Source: an optimization exercise on an open RTL-to-GDS flow (aim: small area). Production flows keep margins and buffers that such runs may drop.
Function was checked by simulation only, so behaviour that the tests miss may differ from the original.
The clock input has no modelled driver; a real chip could not lean on it and would need a root buffer or a full tree.
No activity file was given, so power comes from the tool's default toggle rates.

Setup of v32:
==> flow/design.v <==
module led_show(
    input clk,
    input rst,  
    output red,
    output green,
    output blue
);
reg [9:0]  r;
reg [6:0]  q;
reg [14:0] s;
reg [19:0] c;
reg [1:0]  ph;
reg        pend;
reg [4:0]  up;
reg        d0f;    
reg        d0b;    
wire r_tc  = r[9] & ~r[8] & ~r[7] & r[6] & r[5] & ~r[4] & r[3] & r[2] & r[1] & ~r[0];
wire q_top = q[6] & q[5] & q[2];    
wire s_tc  = s[14] & ~s[13] & ~s[12] & s[11] & ~s[9] & ~s[8] & ~s[6] & s[5] & s[4] & s[3] & s[2] & ~s[1] & ~s[0];
wire c_tc  = ~c[19] & c[17] & c[16] & ~c[15] & c[13] & ~c[12] & ~c[11] & ~c[10] & c[9] & ~c[8] & c[7] & c[6] & ~c[5] & ~c[4] & ~c[3] & ~c[2] & ~c[1] & c[0];
wire ph3   = ph[1] & ~ph[0];
wire ev    = s_tc & ~ph3;
wire r_ld = rst | r_tc | q_top;
wire s_ld = rst | s_tc;
wire c_ld = rst | c_tc | ph3;
always @(posedge clk) begin
    r <= ~({r[8:0], r[9] ^ r[6]} | {10{r_ld}});
    s <= ~({s[13:0], s[14] ^ s[13]} | {15{s_ld}});
    c <= ~({c[18:0], c[19] ^ c[16]} | {20{c_ld}});
    if (rst) q <= 7'd100;
    else if (q_top) q <= 7'd0;
    else if (r_tc) q <= q + 7'd1;
    if (rst) ph <= 2'b10;
    else if (c_tc | ph3) ph <= {ph[0], ~ph[1]};
    if (rst) pend <= 1'b0;
    else pend <= c_tc | (pend & ~ev);
    if (rst) begin
        up <= 5'd0;
        d0f <= 1'b1;
        d0b <= 1'b0;
    end else if (ev) begin
        if (pend) begin
            up <= 5'd1;
            d0f <= 1'b0;
            d0b <= up[0];
        end else begin
            up <= up + 5'd1;
        end
    end
end
wire p0 = ph == 2'b00, p1 = ph == 2'b01, p2 = ph == 2'b11;
wire r0 = pend ? p1 : p0;
wire r1 = pend ? p2 : p1;
wire r2 = pend ? (p0 | ph3) : (p2 | ph3);
wire [5:0] d0 = d0f ? 6'd50 : {5'b01111, d0b};
wire cu = q < {2'b00, up};
wire cd = ~q[6] & ({1'b0, q[5:0]} + {2'b00, up} < {1'b0, d0});
assign red   = (r0 & cd) | (r2 & cu);
assign green = (r0 & cu) | (r1 & cd);
assign blue  = (r1 & cu) | (r2 & cd);
endmodule
clock: 20.0 ns
lec_check: 0
cap_margin: 20
core_margin: 2
core_utilization: 40
slew_margin: 20
standard.sh (not shown) runs the stock make flow with config.mk's settings and CLKGATE_MAP_FILE= SYNTH_SCRIPT=/design/flow/synth_recipe.tcl, a recipe that flattens the netlist after the stock synthesis.
==> flow/flow/run.sh <==
#!/bin/bash
# Own layout flow: the standard ORFS flow (standard.sh) with
#  - synthesis through flow/synth.tcl: synth_recipe.tcl unchanged, but ABC maps
#    with several area-oriented scripts and the smallest result is kept, and
#    adders are left to ABC (no ha/fa extraction);
#  - port buffers of the smallest buffer (buf_1);
#  - a one-level clock tree built by flow/cts_pre.tcl (a few clkbuf cells fed
#    by the clock port, one per group of nearby flip-flops) in place of
#    TritonCTS's H-tree.
# Each tool's full output is in orfs/logs/ (ORFS's per-step logs) and make.log.
set -euo pipefail
W=$PWD
F=$W/flow
bash "$W/standard.sh" \
  "SYNTH_SCRIPT=$F/synth.tcl" \
  "ADDER_MAP_FILE=" \
  "BUFFER_PORTS_ARGS=-buffer_cell sky130_fd_sc_hd__buf_1" \
  "PRE_CTS_TCL=$F/cts_pre.tcl" \
  finish > "$W/make.log" 2>&1
==> flow/flow/cts_pre.tcl <==
# Clock tree: split the clock port's flip-flops into NGROUP groups of
# neighbours (quarters: halves by x, then by y; else slices by x) and give each group one
# clock buffer at its centre, driven by the clock port. TritonCTS is then
# skipped; the rest of ORFS's CTS step (legalisation, timing repair) runs.
set own_buf sky130_fd_sc_hd__clkbuf_16
set own_ngroup 2
set block [ord::get_db_block]
set master [[ord::get_db] findMaster $own_buf]
set clknet [[$block findBTerm clk] getNet]
proc own_x {it} { return [lindex [[$it getInst] getLocation] 0] }
proc own_y {it} { return [lindex [[$it getInst] getLocation] 1] }
proc own_slices {items key n} {
  set s [lsort -command [list apply [list {k a b} {expr {[$k $a] - [$k $b]}}] $key] $items]
  set m [llength $s]
  set out {}
  for {set g 0} {$g < $n} {incr g} {
    lappend out [lrange $s [expr {$g * $m / $n}] [expr {($g + 1) * $m / $n - 1}]]
  }
  return $out
}
set sinks [$clknet getITerms]
if { $own_ngroup == 4 } {
  set groups {}
  foreach half [own_slices $sinks own_x 2] {
    lappend groups {*}[own_slices $half own_y 2]
  }
} else {
  set groups [own_slices $sinks own_x $own_ngroup]
}
set gi 0
foreach grp $groups {
  set inst [odb::dbInst_create $block $master "clkbuf_own_$gi"]
  set net [odb::dbNet_create $block "clknet_own_$gi"]
  $net setSigType CLOCK
  set sx 0
  set sy 0
  foreach it $grp {
    $it disconnect
    $it connect $net
    set sx [expr {$sx + [own_x $it]}]
    set sy [expr {$sy + [own_y $it]}]
  }
  set k [llength $grp]
  $inst setLocation [expr {$sx / $k}] [expr {$sy / $k}]
  $inst setPlacementStatus PLACED
  [$inst findITerm A] connect $clknet
  [$inst findITerm X] connect $net
  incr gi
}
puts "own clock tree: $gi x $own_buf for [llength $sinks] sinks"
set_propagated_clock [all_clocks]
proc clock_tree_synthesis {args} {
  puts "clock_tree_synthesis skipped: clock tree built by cts_pre.tcl"
}
==> flow/flow/synth.tcl <==
# synth_recipe.tcl (the standard synthesis) with ABC's mapping changed: each
# ABC script below maps the same logic, and the smallest result (by the
# liberty cell area) is kept. Registers are mapped before ABC runs, so they
# are the standard synthesis's.
set ::own_dir [file dirname [file normalize [info script]]]
set ::own_abc_scripts {
  "strash; &get -n; &st; &dch -f; &nf -R 1000; &put; topo"
  "strash; &get -n; &st; &dch; &nf -R 1000; &put; topo"
  "strash; dch -f; amap; topo"
  "strash; dch -f; map -a; topo"
  "strash; dch -f; map -a; amap; topo"
  "strash; dc2; dch -f; amap; topo"
  "strash; dc2; dch -f; map -a; topo"
  "strash; ifraig; dch -f; map -a; topo"
  "strash; balance; rewrite; refactor; balance; rewrite -z; refactor -z; rewrite -z; balance; dch -f; map -a; topo"
  "strash; balance; rewrite; refactor; balance; rewrite -z; refactor -z; rewrite -z; balance; dch -f; amap; topo"
  "strash; dch -f; map -a; strash; dch -f; map -a; topo"
  "strash; &get -n; &st; &dch -f; &nf -R 1000 -E 100; &put; topo"
}
proc own_area {} {
  set st [tee -q -s result.string stat {*}$::lib_args]
  if { ![regexp {Chip area for module '[^']*': ([0-9.]+)} $st -> area] } {
    error "no area in stat output"
  }
  return $area
}
proc abc {args} {
  set i [lsearch -exact $args -script]
  if { $i < 0 } {
    yosys abc {*}$args
    return
  }
  yosys design -save own_pre_abc
  set best -1
  set best_area 0
  set n 0
  foreach body $::own_abc_scripts {
    set f [file join $::env(OBJECTS_DIR) "own_abc_$n.script"]
    set fh [open $f w]
    puts $fh [join [split $body ";"] "\n"]
    close $fh
    yosys design -load own_pre_abc
    lset args [expr { $i + 1 }] $f
    if { [catch { yosys abc {*}$args } err] } {
      puts "own abc script $n failed: $err"
    } else {
      yosys opt_clean -purge
      set area [own_area]
      puts "own abc script $n: area $area"
      if { $best < 0 || $area < $best_area } {
        set best $n
        set best_area $area
        yosys design -save own_best
      }
    }
    incr n
  }
  if { $best < 0 } {
    error "every ABC script failed"
  }
  yosys design -load own_best
  puts "own abc: kept script $best, area $best_area"
}
source [file join [file dirname $::own_dir] synth_recipe.tcl]
The inputs of v43 differ from those of v32 as listed below.
Settings: setting PLACE_DENSITY to 0.85 for the first time.
-- flow/flow/cts_pre.tcl --
<<< v32, line 5
set own_buf sky130_fd_sc_hd__clkbuf_16
set own_ngroup 2
>>> v43, line 5
set own_buf sky130_fd_sc_hd__clkbuf_8
set own_ngroup 3
[summary]
- Diff v32 -> v43: area growth from synthesis to layout went down; measured slew at the worst slew-check pin now sits lower; via count of the first global-routing pass rose about 7%; power now sits lower.
- The total half-perimeter wirelength after legalization and detailed placement of v43 falls short of that of v32 by 2.3%.
- Changes observed in v43 relative to v32: final estimated routing congestion in global placement now sits lower, count of filler cells inserted in the layout now sits lower.
- met1 usage, v32 and v43, higher one = v32.
- v32 has a higher sum of routed wire length over all layers than v43.
- Per the comparison of v43 with v32, clock power lower, summed area of non-filler cells in the final layout decreased by 8.8 sq um relative to the old numbers.
--- input diff v43..v17 ---
Settings: removing PLACE_DENSITY (formerly 0.85).
-- flow/flow/cts_pre.tcl --
<<< v43, line 5
set own_buf sky130_fd_sc_hd__clkbuf_8
set own_ngroup 3
>>> v17, line 5
set own_buf sky130_fd_sc_hd__clkbuf_16
set own_ngroup 2
-- flow/flow/synth.tcl --
<<< v43, line 38
    set f [file join $::env(OBJECTS_DIR) "own_abc_$n.script"]
>>> v17, line 38
    set f [file join [pwd] "own_abc_$n.script"]
For v17, the flow was terminated by a tool error in synthesis and produced no final design.
In v32 and v43 the design's own scripts or RTL, not TritonCTS, make the clock network.

afterwards: timing with drivers on the ports:
The results above use ideal ports. As a check the final layouts listed here were re-extracted and re-timed, cells and wires unchanged. Step 1 (the two cells are an assumption about what drives the block):
set clk [get_ports {clk}]
set_driving_cell -lib_cell sky130_fd_sc_hd__clkbuf_16 $clk
set_driving_cell -lib_cell sky130_fd_sc_hd__buf_2 [delete_from_list [all_inputs] $clk]
Step 2 also shifts input and output timing later by t, the mid clock arrival at the registers, as if the neighbouring blocks saw the same clock. a / b / c = ideal ports / drivers / drivers and shift; a / b = the first two.
run | t (ns) | slack for setup (ns) | latest minus earliest clock arrival (ns)
v32 | 0.212 | 13.503 / 13.456 / 13.669 | 0.007 / 0.007
v43 | 0.207 | 13.506 / 13.463 / 13.669 | 0.007 / 0.007
After both steps every run listed still meets setup and hold.
